This is an optimization exercise on Yosys and OpenROAD, whose aim is small area, a short achievable clock period and few clock cycles per item, not a production implementation. RTL that was checked went through simulation tests only; none was proved equivalent to the original. No activity file was given, so power comes from the tool's default toggle rates.

==> build 48 <==
==> flow/design.v <==
module DCSformer(
	clk,
	rst_n,
	i_valid,
	w_valid,
	i_data,
	w_data,
	w_ready,
	o_valid,
	o_data
);
input               clk, rst_n, i_valid, w_valid;
input         [7:0] i_data, w_data;
output logic        w_ready, o_valid;
output logic [31:0] o_data;
localparam [2:0] S_IDLE = 3'd0, S_P1 = 3'd1, S_PRE = 3'd3,
                 S_WAIT = 3'd4, S_P2 = 3'd5;
function automatic [39:0] csa20;
	input [19:0] x, y, z;
	begin
		csa20 = {((x & y) | (x & z) | (y & z)) << 1, x ^ y ^ z};
	end
endfunction
function automatic [45:0] csa23;
	input [22:0] x, y, z;
	begin
		csa23 = {((x & y) | (x & z) | (y & z)) << 1, x ^ y ^ z};
	end
endfunction
logic       iv_r;
logic [7:0] id_r;
always_ff @(posedge clk or negedge rst_n) begin
	if (!rst_n) iv_r <= 1'b0;
	else iv_r <= i_valid;
end
always_ff @(posedge clk) id_r <= i_data;
logic [6:0] cnt;
always_ff @(posedge clk or negedge rst_n) begin
	if (!rst_n) cnt <= 7'd0;
	else if (iv_r) cnt <= cnt + 7'd1;
end
logic [111:0][7:0] xd;
always_ff @(posedge clk) xd <= {xd[110:0], id_r};
logic [2:0] st, st_n;
logic [2:0] s, s_n;      
logic       h, h_n;      
logic [3:0] wcnt;        
logic       wr;          
logic       s2_end;
logic [2:0] row_2, wr_row;
logic w_all;
assign w_all = (wcnt == 4'd8) || (wcnt == 4'd7 && w_valid);
always_comb begin
	st_n = st;
	s_n  = s;
	h_n  = h;
	case (st)
		S_IDLE: begin
			s_n = 3'd0;
			h_n = 1'b0;
			if (s2_end && row_2 == 3'd7) st_n = S_P1;
		end
		S_P1: begin
			s_n = s + 3'd1;
			if (s == 3'd7) st_n = S_PRE;
		end
		S_PRE: begin
			s_n = 3'd0;
			h_n = 1'b0;
			st_n = w_all ? S_P2 : S_WAIT;
		end
		S_WAIT: begin
			if (w_all) st_n = S_P2;
		end
		S_P2: begin
			h_n = ~h;
			if (h) begin
				s_n = s + 3'd1;
				if (s == 3'd7) st_n = S_IDLE;
			end
		end
		default: st_n = S_IDLE;
	endcase
end
logic q_rrot, q_tadv, q_wrot;
logic s3_o, s3_hi, s4_t, s4_o;
always_ff @(posedge clk or negedge rst_n) begin
	if (!rst_n) begin
		st <= S_IDLE;
		s  <= 3'd0;
		h  <= 1'b0;
		s3_o <= 1'b0; s3_hi <= 1'b0; s4_t <= 1'b0; s4_o <= 1'b0;
		s2_end <= 1'b0;
		wr     <= 1'b0;
		w_ready <= 1'b0;
		o_valid <= 1'b0;
	end else begin
		st <= st_n;
		s  <= s_n;
		h  <= h_n;
		s3_hi   <= (st == S_P2 && h);
		s3_o    <= s3_hi;
		s4_t    <= (st == S_P1);
		s4_o    <= s3_o;
		s2_end  <= iv_r & (cnt[3:0] == 4'd15);
		wr      <= s2_end;
		w_ready <= iv_r && (cnt == 7'd125);
		o_valid <= s4_o;
	end
end
always_ff @(posedge clk) begin
	row_2  <= cnt[6:4];
	wr_row <= row_2;
	q_rrot <= (st_n == S_P1 && s_n != 3'd0) || (st_n == S_PRE) || (st_n == S_P2 && h_n);
	q_tadv <= (st_n == S_PRE) || (st_n == S_P2 && h_n);
	q_wrot <= (st_n == S_P2 && h_n);
	p1t    <= (st_n == S_P1 && s_n != 3'd0);
end
logic [7:0][7:0] wsr;
always_ff @(posedge clk or negedge rst_n) begin
	if (!rst_n) wcnt <= 4'd0;
	else if (st == S_P2) wcnt <= 4'd0;
	else if (w_valid) wcnt <= wcnt + 4'd1;
end
always_ff @(posedge clk) begin
	if (w_valid || q_wrot) wsr <= {(q_wrot ? wsr[0] : w_data), wsr[7:1]};
end
logic [7:0][19:0] acc20;    
logic [7:0][19:0] C0, C1, C2, C3;
logic [3:0][19:0] C4;
logic wrA0, wrA1, wrA2, wrA3, wrA4, wrB1, wrB2, wrB3;
assign wrA0 = wr;
assign wrA1 = wr && wr_row >= 3'd1;
assign wrA2 = wr && wr_row >= 3'd2;
assign wrA3 = wr && wr_row >= 3'd3;
assign wrA4 = wr && wr_row >= 3'd4;
assign wrB3 = wr && wr_row >= 3'd5;
assign wrB2 = wr && wr_row >= 3'd6;
assign wrB1 = wr && wr_row == 3'd7;
always_ff @(posedge clk) begin
	if (q_rrot || wrA0) C0 <= {(q_rrot ? C0[0] : acc20[0]), C0[7:1]};
	if (q_rrot || wrA1) C1[6:0] <= {(q_rrot ? C1[7] : acc20[1]), C1[6:1]};
	if (q_rrot || wrB1) C1[7]   <= q_rrot ? C1[0] : acc20[7];
	if (q_rrot || wrA2) C2[5:0] <= {(q_rrot ? C2[6] : acc20[2]), C2[5:1]};
	if (q_rrot || wrB2) C2[7:6] <= {(q_rrot ? C2[0] : acc20[6]), C2[7]};
	if (q_rrot || wrA3) C3[4:0] <= {(q_rrot ? C3[5] : acc20[3]), C3[4:1]};
	if (q_rrot || wrB3) C3[7:5] <= {(q_rrot ? C3[0] : acc20[5]), C3[7:6]};
	if (q_rrot || wrA4) C4 <= {(q_rrot ? C4[0] : acc20[4]), C4[3:1]};
end
logic [7:0][19:0] tap, tapn;
assign tap[0] = C0[0]; assign tapn[0] = C0[1];
assign tap[1] = C1[7]; assign tapn[1] = C1[0];
assign tap[2] = C2[6]; assign tapn[2] = C2[7];
assign tap[3] = C3[5]; assign tapn[3] = C3[6];
assign tap[4] = C4[0]; assign tapn[4] = C4[1];
assign tap[5] = C3[0]; assign tapn[5] = C3[1];
assign tap[6] = C2[0]; assign tapn[6] = C2[1];
assign tap[7] = C1[0]; assign tapn[7] = C1[1];
logic [7:0][19:0] acc;
logic [7:0]       mask;
logic [7:0][19:0] tq;       
logic [6:0] nidx;           
assign nidx = iv_r ? cnt + 7'd1 : cnt;
logic [7:0] mask_n;         
logic [7:0] sin, slo, shi, sw, clr;
logic       p1t;            
logic       p2h0_n, p2h1_n;
assign p2h0_n = (st_n == S_P2) && !h_n;
assign p2h1_n = (st_n == S_P2) && h_n;
genvar m;
generate
	for (m = 0; m < 8; m = m + 1) begin : lane
		logic [9:0]  a;
		logic [7:0]  b;
		logic [7:0]  xtap;
		logic [39:0] l1a, l1b, l1c, l2a, l2b, l3, l4;
		logic [9:0]  ar, arn;
		logic [7:0]  br, brn;
		logic [19:0] A;
		if (m == 0) begin : g0
			assign xtap = id_r;
		end else begin : gm
			assign xtap = xd[16*m-1];
		end
		always_ff @(posedge clk) begin
			sin[m] <= i_valid && (nidx[6:4] >= m);
			shi[m] <= p2h0_n && mask_n[m];
			slo[m] <= p2h1_n && mask_n[m];
			sw[m]  <= (st_n == S_P2) && mask_n[m];
			clr[m] <= (sin[m] && cnt[3:0] == 4'd0) || (s2_end && row_2 == 3'd7) ||
			          (st == S_P2);
		end
		assign mask_n[m] = q_tadv ? (tapn[m] >= tq[2]) : mask[m];
		assign a = ({10{shi[m]}} & tap[m][19:10]) | ({10{slo[m]}} & tap[m][9:0]) |
		           ({10{sin[m]}} & {2'b00, id_r});
		assign b = ({8{sw[m]}} & wsr[(8-m)%8]) | ({8{sin[m]}} & xtap);
		always_ff @(posedge clk) begin
			arn <= ~a;
			brn <= ~b;
		end
		assign ar = ~arn;
		assign br = ~brn;
		assign A  = clr[m] ? 20'd0 : acc[m];
		wire [19:0] pp0 = {10'd0, (ar & {10{br[0]}})};
		wire [19:0] pp1 = {9'd0, (ar & {10{br[1]}}), 1'd0};
		wire [19:0] pp2 = {8'd0, (ar & {10{br[2]}}), 2'd0};
		wire [19:0] pp3 = {7'd0, (ar & {10{br[3]}}), 3'd0};
		wire [19:0] pp4 = {6'd0, (ar & {10{br[4]}}), 4'd0};
		wire [19:0] pp5 = {5'd0, (ar & {10{br[5]}}), 5'd0};
		wire [19:0] pp6 = {4'd0, (ar & {10{br[6]}}), 6'd0};
		wire [19:0] pp7 = {3'd0, (ar & {10{br[7]}}), 7'd0};
		assign l1a = csa20(pp0, pp1, pp2);
		assign l1b = csa20(pp3, pp4, pp5);
		assign l1c = csa20(pp6, pp7, A);
		assign l2a = csa20(l1a[19:0], l1a[39:20], l1b[19:0]);
		assign l2b = csa20(l1b[39:20], l1c[19:0], l1c[39:20]);
		assign l3  = csa20(l2a[19:0], l2a[39:20], l2b[19:0]);
		assign l4  = csa20(l3[19:0], l3[39:20], l2b[39:20]);
		always_ff @(posedge clk) begin
			acc[m] <= l4[19:0] + l4[39:20];
			mask[m] <= mask_n[m];
		end
		assign acc20[m] = acc[m];
	end
endgenerate
logic [45:0] t1a, t1b, t2a, t2b, t3, t4;
logic [22:0] ts, tc;
logic [30:0] tsum;
logic [7:0][19:0] tin;
for (genvar k = 0; k < 8; k = k + 1) begin : g_tin
	assign tin[k] = acc[k] | (tap[k] & {20{p1t}});
end
assign t1a = csa23({3'd0, tin[0]}, {3'd0, tin[1]}, {3'd0, tin[2]});
assign t1b = csa23({3'd0, tin[3]}, {3'd0, tin[4]}, {3'd0, tin[5]});
assign t2a = csa23(t1a[22:0], t1a[45:23], t1b[22:0]);
assign t2b = csa23(t1b[45:23], {3'd0, tin[6]}, {3'd0, tin[7]});
assign t3  = csa23(t2a[22:0], t2a[45:23], t2b[22:0]);
assign t4  = csa23(t3[22:0], t3[45:23], t2b[45:23]);
always_ff @(posedge clk) begin
	ts <= t4[22:0];
	tc <= t4[45:23];
end
assign tsum = {8'd0, ts} + {8'd0, tc} + ({o_data[20:0], 10'd0} & {31{s4_o}});
always_ff @(posedge clk) begin
	if (s4_t || q_tadv) tq <= {(s4_t ? tsum[22:3] : tq[0]), tq[7:1]};
	o_data <= {1'b0, tsum};
end
endmodule
==> flow/flow/run.sh <==
#!/bin/bash
set -uo pipefail
cd "$(dirname "$0")/.."
sed 's/yosys synth -nofsm -noshare /yosys synth -nofsm -noshare -noabc /' synth_recipe.tcl > synth_noabc.tcl
grep -q -- '-nofsm -noshare -noabc' synth_noabc.tcl || { echo "could not derive synth_noabc.tcl" > flow_standard.log; exit 1; }
bash standard.sh SYNTH_SCRIPT="$PWD/synth_noabc.tcl" SETUP_SLACK_MARGIN=8.4 SKIP_GATE_CLONING=1 \
  "BUFFER_PORTS_ARGS=-buffer_cell sky130_fd_sc_hd__buf_4" finish > flow_standard.log 2>&1
==> flow/standard.sh <==
#!/bin/bash
# synth_recipe.tcl (not shown) runs the flow's synth.tcl, then flattens the netlist and writes it again
# the make line also repeats each setting of config.mk as NAME=value (left out here)
make -C /OpenROAD-flow-scripts/flow DESIGN_CONFIG=/design/flow/config.mk WORK_HOME=/design/flow/orfs CLKGATE_MAP_FILE= SYNTH_SCRIPT=/design/flow/synth_recipe.tcl "${@:-finish}"
==> flow/config.mk <==
export PLATFORM = sky130hd
export DESIGN_NAME = DCSformer
export DESIGN_NICKNAME = DCSformer
export VERILOG_FILES = /design/flow/design.v
export SDC_FILE = /design/flow/constraint.sdc
export NUM_CORES = 4
export LEC_CHECK = 0
export CAP_MARGIN = 20
export CORE_MARGIN = 2
export CORE_UTILIZATION = 60
export CTS_CLUSTER_DIAMETER = 100
export CTS_CLUSTER_SIZE = 22
export PLACE_DENSITY = 0.7
export SLEW_MARGIN = 20
==> flow/constraint.sdc <==
create_clock -name core_clock -period 12.0 [get_ports {clk}]
set_input_delay 2.4000 -clock core_clock [delete_from_list [all_inputs] [get_ports {clk}]]
set_output_delay 2.4000 -clock core_clock [all_outputs]
set_load 0.01 [all_outputs]
==> build 28: changes against build 48 <==
==> flow/design.v, changed modules only <==
module DCSformer(
	clk,
	rst_n,
	i_valid,
	w_valid,
	i_data,
	w_data,
	w_ready,
	o_valid,
	o_data
);
input               clk, rst_n, i_valid, w_valid;
input         [7:0] i_data, w_data;
output logic        w_ready, o_valid;
output logic [31:0] o_data;
localparam [2:0] S_IDLE = 3'd0, S_P1 = 3'd1, S_PRE = 3'd3,
                 S_WAIT = 3'd4, S_P2 = 3'd5;
function automatic [35:0] csa;
	input [17:0] x, y, z;
	begin
		csa = {((x & y) | (x & z) | (y & z)) << 1, x ^ y ^ z};
	end
endfunction
function automatic [61:0] csa31;
	input [30:0] x, y, z;
	begin
		csa31 = {((x & y) | (x & z) | (y & z)) << 1, x ^ y ^ z};
	end
endfunction
logic       iv_r;
logic [7:0] id_r;
always_ff @(posedge clk or negedge rst_n) begin
	if (!rst_n) iv_r <= 1'b0;
	else iv_r <= i_valid;
end
always_ff @(posedge clk) id_r <= i_data;
logic [6:0] cnt;
always_ff @(posedge clk or negedge rst_n) begin
	if (!rst_n) cnt <= 7'd0;
	else if (iv_r) cnt <= cnt + 7'd1;
end
logic [111:0][7:0] xd;
always_ff @(posedge clk) xd <= {xd[110:0], id_r};
logic [2:0] st, st_n;
logic [2:0] s, s_n;      
logic       h, h_n;      
logic [3:0] wcnt;        
logic       wr;          
logic       s2_end;
logic [2:0] row_2, wr_row;
logic w_all;
assign w_all = (wcnt == 4'd8) || (wcnt == 4'd7 && w_valid);
always_comb begin
	st_n = st;
	s_n  = s;
	h_n  = h;
	case (st)
		S_IDLE: begin
			s_n = 3'd0;
			h_n = 1'b0;
			if (s2_end && row_2 == 3'd7) st_n = S_P1;
		end
		S_P1: begin
			s_n = s + 3'd1;
			if (s == 3'd7) st_n = S_PRE;
		end
		S_PRE: begin
			s_n = 3'd0;
			h_n = 1'b0;
			st_n = w_all ? S_P2 : S_WAIT;
		end
		S_WAIT: begin
			if (w_all) st_n = S_P2;
		end
		S_P2: begin
			h_n = ~h;
			if (h) begin
				s_n = s + 3'd1;
				if (s == 3'd7) st_n = S_IDLE;
			end
		end
		default: st_n = S_IDLE;
	endcase
end
logic q_rrot, q_tadv, q_wrot;
logic s3_o, s3_hi, s4_t, s4_o;
always_ff @(posedge clk or negedge rst_n) begin
	if (!rst_n) begin
		st <= S_IDLE;
		s  <= 3'd0;
		h  <= 1'b0;
		q_rrot <= 1'b0; q_tadv <= 1'b0; q_wrot <= 1'b0;
		p1t <= 1'b0;
		s3_o <= 1'b0; s3_hi <= 1'b0; s4_t <= 1'b0; s4_o <= 1'b0;
		s2_end <= 1'b0;
		wr     <= 1'b0;
		w_ready <= 1'b0;
		o_valid <= 1'b0;
	end else begin
		st <= st_n;
		s  <= s_n;
		h  <= h_n;
		q_rrot  <= (st_n == S_P1 && s_n != 3'd0) || (st_n == S_PRE) || (st_n == S_P2 && h_n);
		q_tadv  <= (st_n == S_PRE) || (st_n == S_P2 && h_n);
		q_wrot  <= (st_n == S_P2 && h_n);
		p1t     <= (st_n == S_P1 && s_n != 3'd0);
		s3_hi   <= (st == S_P2 && h);
		s3_o    <= s3_hi;
		s4_t    <= (st == S_P1);
		s4_o    <= s3_o;
		s2_end  <= iv_r & (cnt[3:0] == 4'd15);
		wr      <= s2_end;
		w_ready <= iv_r && (cnt == 7'd125);
		o_valid <= s4_o;
	end
end
always_ff @(posedge clk) begin
	row_2  <= cnt[6:4];
	wr_row <= row_2;
end
logic [7:0][7:0] wsr;
always_ff @(posedge clk or negedge rst_n) begin
	if (!rst_n) wcnt <= 4'd0;
	else if (st == S_P2) wcnt <= 4'd0;
	else if (w_valid) wcnt <= wcnt + 4'd1;
end
always_ff @(posedge clk) begin
	if (w_valid || q_wrot) wsr <= {(q_wrot ? wsr[0] : w_data), wsr[7:1]};
end
logic [7:0][19:0] acc20;    
logic [7:0][19:0] C0, C1, C2, C3;
logic [3:0][19:0] C4;
logic wrA0, wrA1, wrA2, wrA3, wrA4, wrB1, wrB2, wrB3;
assign wrA0 = wr;
assign wrA1 = wr && wr_row >= 3'd1;
assign wrA2 = wr && wr_row >= 3'd2;
assign wrA3 = wr && wr_row >= 3'd3;
assign wrA4 = wr && wr_row >= 3'd4;
assign wrB3 = wr && wr_row >= 3'd5;
assign wrB2 = wr && wr_row >= 3'd6;
assign wrB1 = wr && wr_row == 3'd7;
always_ff @(posedge clk) begin
	if (q_rrot || wrA0) C0 <= {(q_rrot ? C0[0] : acc20[0]), C0[7:1]};
	if (q_rrot || wrA1) C1[6:0] <= {(q_rrot ? C1[7] : acc20[1]), C1[6:1]};
	if (q_rrot || wrB1) C1[7]   <= q_rrot ? C1[0] : acc20[7];
	if (q_rrot || wrA2) C2[5:0] <= {(q_rrot ? C2[6] : acc20[2]), C2[5:1]};
	if (q_rrot || wrB2) C2[7:6] <= {(q_rrot ? C2[0] : acc20[6]), C2[7]};
	if (q_rrot || wrA3) C3[4:0] <= {(q_rrot ? C3[5] : acc20[3]), C3[4:1]};
	if (q_rrot || wrB3) C3[7:5] <= {(q_rrot ? C3[0] : acc20[5]), C3[7:6]};
	if (q_rrot || wrA4) C4 <= {(q_rrot ? C4[0] : acc20[4]), C4[3:1]};
end
logic [7:0][19:0] tap, tapn;
assign tap[0] = C0[0]; assign tapn[0] = C0[1];
assign tap[1] = C1[7]; assign tapn[1] = C1[0];
assign tap[2] = C2[6]; assign tapn[2] = C2[7];
assign tap[3] = C3[5]; assign tapn[3] = C3[6];
assign tap[4] = C4[0]; assign tapn[4] = C4[1];
assign tap[5] = C3[0]; assign tapn[5] = C3[1];
assign tap[6] = C2[0]; assign tapn[6] = C2[1];
assign tap[7] = C1[0]; assign tapn[7] = C1[1];
logic [7:0][27:0] acc;
logic [7:0]       mask;
logic [7:0][19:0] tq;       
logic [6:0] nidx;           
assign nidx = iv_r ? cnt + 7'd1 : cnt;
logic [7:0] mask_n;         
logic [7:0] sin, slo, shi, sw, clr, ash;
logic       p1t;            
logic       p2h0_n, p2h1_n;
assign p2h0_n = (st_n == S_P2) && !h_n;
assign p2h1_n = (st_n == S_P2) && h_n;
genvar m;
generate
	for (m = 0; m < 8; m = m + 1) begin : lane
		logic [9:0]  a;
		logic [7:0]  b;
		logic [7:0]  xtap;
		logic [35:0] l1a, l1b, l2a, l2b, l3, l4;
		logic [17:0] ps, pc;
		logic [27:0] A;
		if (m == 0) begin : g0
			assign xtap = id_r;
		end else begin : gm
			assign xtap = xd[16*m-1];
		end
		always_ff @(posedge clk or negedge rst_n) begin
			if (!rst_n) begin
				sin[m] <= 1'b0; slo[m] <= 1'b0; shi[m] <= 1'b0; sw[m] <= 1'b0;
				clr[m] <= 1'b0; ash[m] <= 1'b0;
			end else begin
				sin[m] <= i_valid && (nidx[6:4] >= m);
				shi[m] <= p2h0_n && mask_n[m];
				slo[m] <= p2h1_n && mask_n[m];
				sw[m]  <= (st_n == S_P2) && mask_n[m];
				clr[m] <= (sin[m] && cnt[3:0] == 4'd0) || (s2_end && row_2 == 3'd7) ||
				          (st == S_P2 && !h);
				ash[m] <= slo[m];
			end
		end
		assign mask_n[m] = q_tadv ? (tapn[m] >= tq[2]) : mask[m];
		assign a = ({10{shi[m]}} & tap[m][19:10]) | ({10{slo[m]}} & tap[m][9:0]) |
		           ({10{sin[m]}} & {2'b00, id_r});
		assign b = ({8{sw[m]}} & wsr[(8-m)%8]) | ({8{sin[m]}} & xtap);
		wire [17:0] pp0 = {8'd0, (a & {10{b[0]}})};
		wire [17:0] pp1 = {7'd0, (a & {10{b[1]}}), 1'd0};
		wire [17:0] pp2 = {6'd0, (a & {10{b[2]}}), 2'd0};
		wire [17:0] pp3 = {5'd0, (a & {10{b[3]}}), 3'd0};
		wire [17:0] pp4 = {4'd0, (a & {10{b[4]}}), 4'd0};
		wire [17:0] pp5 = {3'd0, (a & {10{b[5]}}), 5'd0};
		wire [17:0] pp6 = {2'd0, (a & {10{b[6]}}), 6'd0};
		wire [17:0] pp7 = {1'd0, (a & {10{b[7]}}), 7'd0};
		assign l1a = csa(pp0, pp1, pp2);
		assign l1b = csa(pp3, pp4, pp5);
		assign l2a = csa(l1a[17:0], l1a[35:18], l1b[17:0]);
		assign l2b = csa(l1b[35:18], pp6, pp7);
		assign l3  = csa(l2a[17:0], l2a[35:18], l2b[17:0]);
		assign l4  = csa(l3[17:0], l3[35:18], l2b[35:18]);
		always_ff @(posedge clk) begin
			ps <= l4[17:0];
			pc <= l4[35:18];
		end
		assign A  = clr[m] ? 28'd0 : (ash[m] ? {acc[m][17:0], 10'd0} : acc[m]);
		always_ff @(posedge clk) begin
			acc[m] <= A + {10'd0, ps} + {10'd0, pc};
			mask[m] <= mask_n[m];
		end
		assign acc20[m] = acc[m][19:0];
	end
endgenerate
logic [61:0] t1a, t1b, t2a, t2b, t3, t4;
logic [30:0] ts, tc, tsum;
logic [7:0][27:0] tin;
for (genvar k = 0; k < 8; k = k + 1) begin : g_tin
	assign tin[k] = acc[k] | ({8'd0, tap[k]} & {28{p1t}});
end
assign t1a = csa31({3'd0, tin[0]}, {3'd0, tin[1]}, {3'd0, tin[2]});
assign t1b = csa31({3'd0, tin[3]}, {3'd0, tin[4]}, {3'd0, tin[5]});
assign t2a = csa31(t1a[30:0], t1a[61:31], t1b[30:0]);
assign t2b = csa31(t1b[61:31], {3'd0, tin[6]}, {3'd0, tin[7]});
assign t3  = csa31(t2a[30:0], t2a[61:31], t2b[30:0]);
assign t4  = csa31(t3[30:0], t3[61:31], t2b[61:31]);
always_ff @(posedge clk) begin
	ts <= t4[30:0];
	tc <= t4[61:31];
end
assign tsum = ts + tc;
always_ff @(posedge clk) begin
	if (s4_t || q_tadv) tq <= {(s4_t ? tsum[22:3] : tq[0]), tq[7:1]};
	o_data <= {1'b0, tsum};
end
endmodule
CORE_UTILIZATION = 50   (was 60)
PLACE_DENSITY = 0.6   (was 0.7)
==> notes <==
In build 28 the sequential power is lower than in build 48, by about 10%. In build 28 the die area is higher than in build 48, by about 30%. Critical path depth: build 48 is higher than build 28 (5). Between build 28 and build 48, the lower register-to-register slack is in build 48 (gap 0.46 ns). Sequential share of layout area: build 28 is lower than build 48 (0.82 points). Of build 48 and build 28, build 28 has the higher fmax (gap 10%, measured against build 28). Against build 48, the utilization of build 28 is lower by 12 points. Of build 48 and build 28, build 28 has the higher setup slack (gap 0.46 ns). Against build 28, the final area of build 48 is lower by 7.2%. In build 28 the clock skew is lower than in build 48, by 0.048 ns. Build 28 went through all stages and came out clean. Build 48 passed the timing, DRC and antenna checks.
==> figures <==
Run status: build 48 finished clean; build 28 finished clean
Wirelength, routed: build 48 228200 microns; build 28 281800 microns
Combinational share of power: build 48 0.338; build 28 0.190
Most common cell on crit path: build 48 sky130_fd_sc_hd__fa_1; build 28 sky130_fd_sc_hd__fa_2
Met1 Wirelength: build 48 94030 microns; build 28 121300 microns
Antenna violations before repair: build 48 20; build 28 28
Internal power of the cells: build 48 15.47 mW; build 28 13.10 mW
Worst setup path endpoint: build 48 acc[99]; build 28 lane[4].ps[7]
Final hold slack: build 48 0.2816 ns; build 28 0.3016 ns
Total of plain and repair buffers excluding clock buffers: build 48 363; build 28 464
Power density normalized to cell area: build 48 231.9 mW/mm^2; build 28 166.3 mW/mm^2
Tap Cells: build 48 2030; build 28 2640
Initial core utilization: build 48 0.6029; build 28 0.5021
Count of antenna diodes in the layout: build 48 3; build 28 8
Clock Power Share: build 48 0.178; build 28 0.275
Multiplexer area fraction after synthesis: build 48 0.02350; build 28 0.03538
R2R Path End: build 48 acc[99]; build 28 lane[4].ps[7]
Power of the clock network: build 48 4.28 mW; build 28 5.09 mW
Power consumed by combinational cells: build 48 8.11 mW; build 28 3.51 mW
Startpoint of the tightest hold check path: build 48 xd[413]; build 28 xd[717]
Ys async rst share: build 48 0.01169; build 28 0.03129
Final sequential cell count: build 48 2310; build 28 2493
Testbench counts of build 28, summed over its fixed seeds: cycles 10,222, items 64.
The RTL of build 48 was laid out without a check of its function.

[separate check: timing with driven ports]
In the flow no input, the clock included, has a driving cell. The finished layouts below were timed again as built, in two steps. Step 1 sets driving cells, clkbuf_16 on the clock port and buf_2 on the other inputs (assumed; they add their load-dependent delay and slew). Step 2, shift: input delay + t, output delay - t, t = (earliest + latest rising clock arrival at the registers) / 2. This alone moves slack from input paths to output paths. Slacks: no drivers / after step 1 / after step 2; pairs: no drivers / after step 1.
run	t (ns)	slack for setup (ns)	slew at the worst register clock pin (ns)
build 48	0.859	7.572 / 7.572 / 7.572	0.10 / 0.10
build 28	0.923	8.037 / 8.037 / 7.820	0.10 / 0.10
After both steps every run listed still meets setup and hold. For build 28, which loses most, drivers alone change the setup slack by 0.000 ns; drivers and shift together by -0.217 ns.
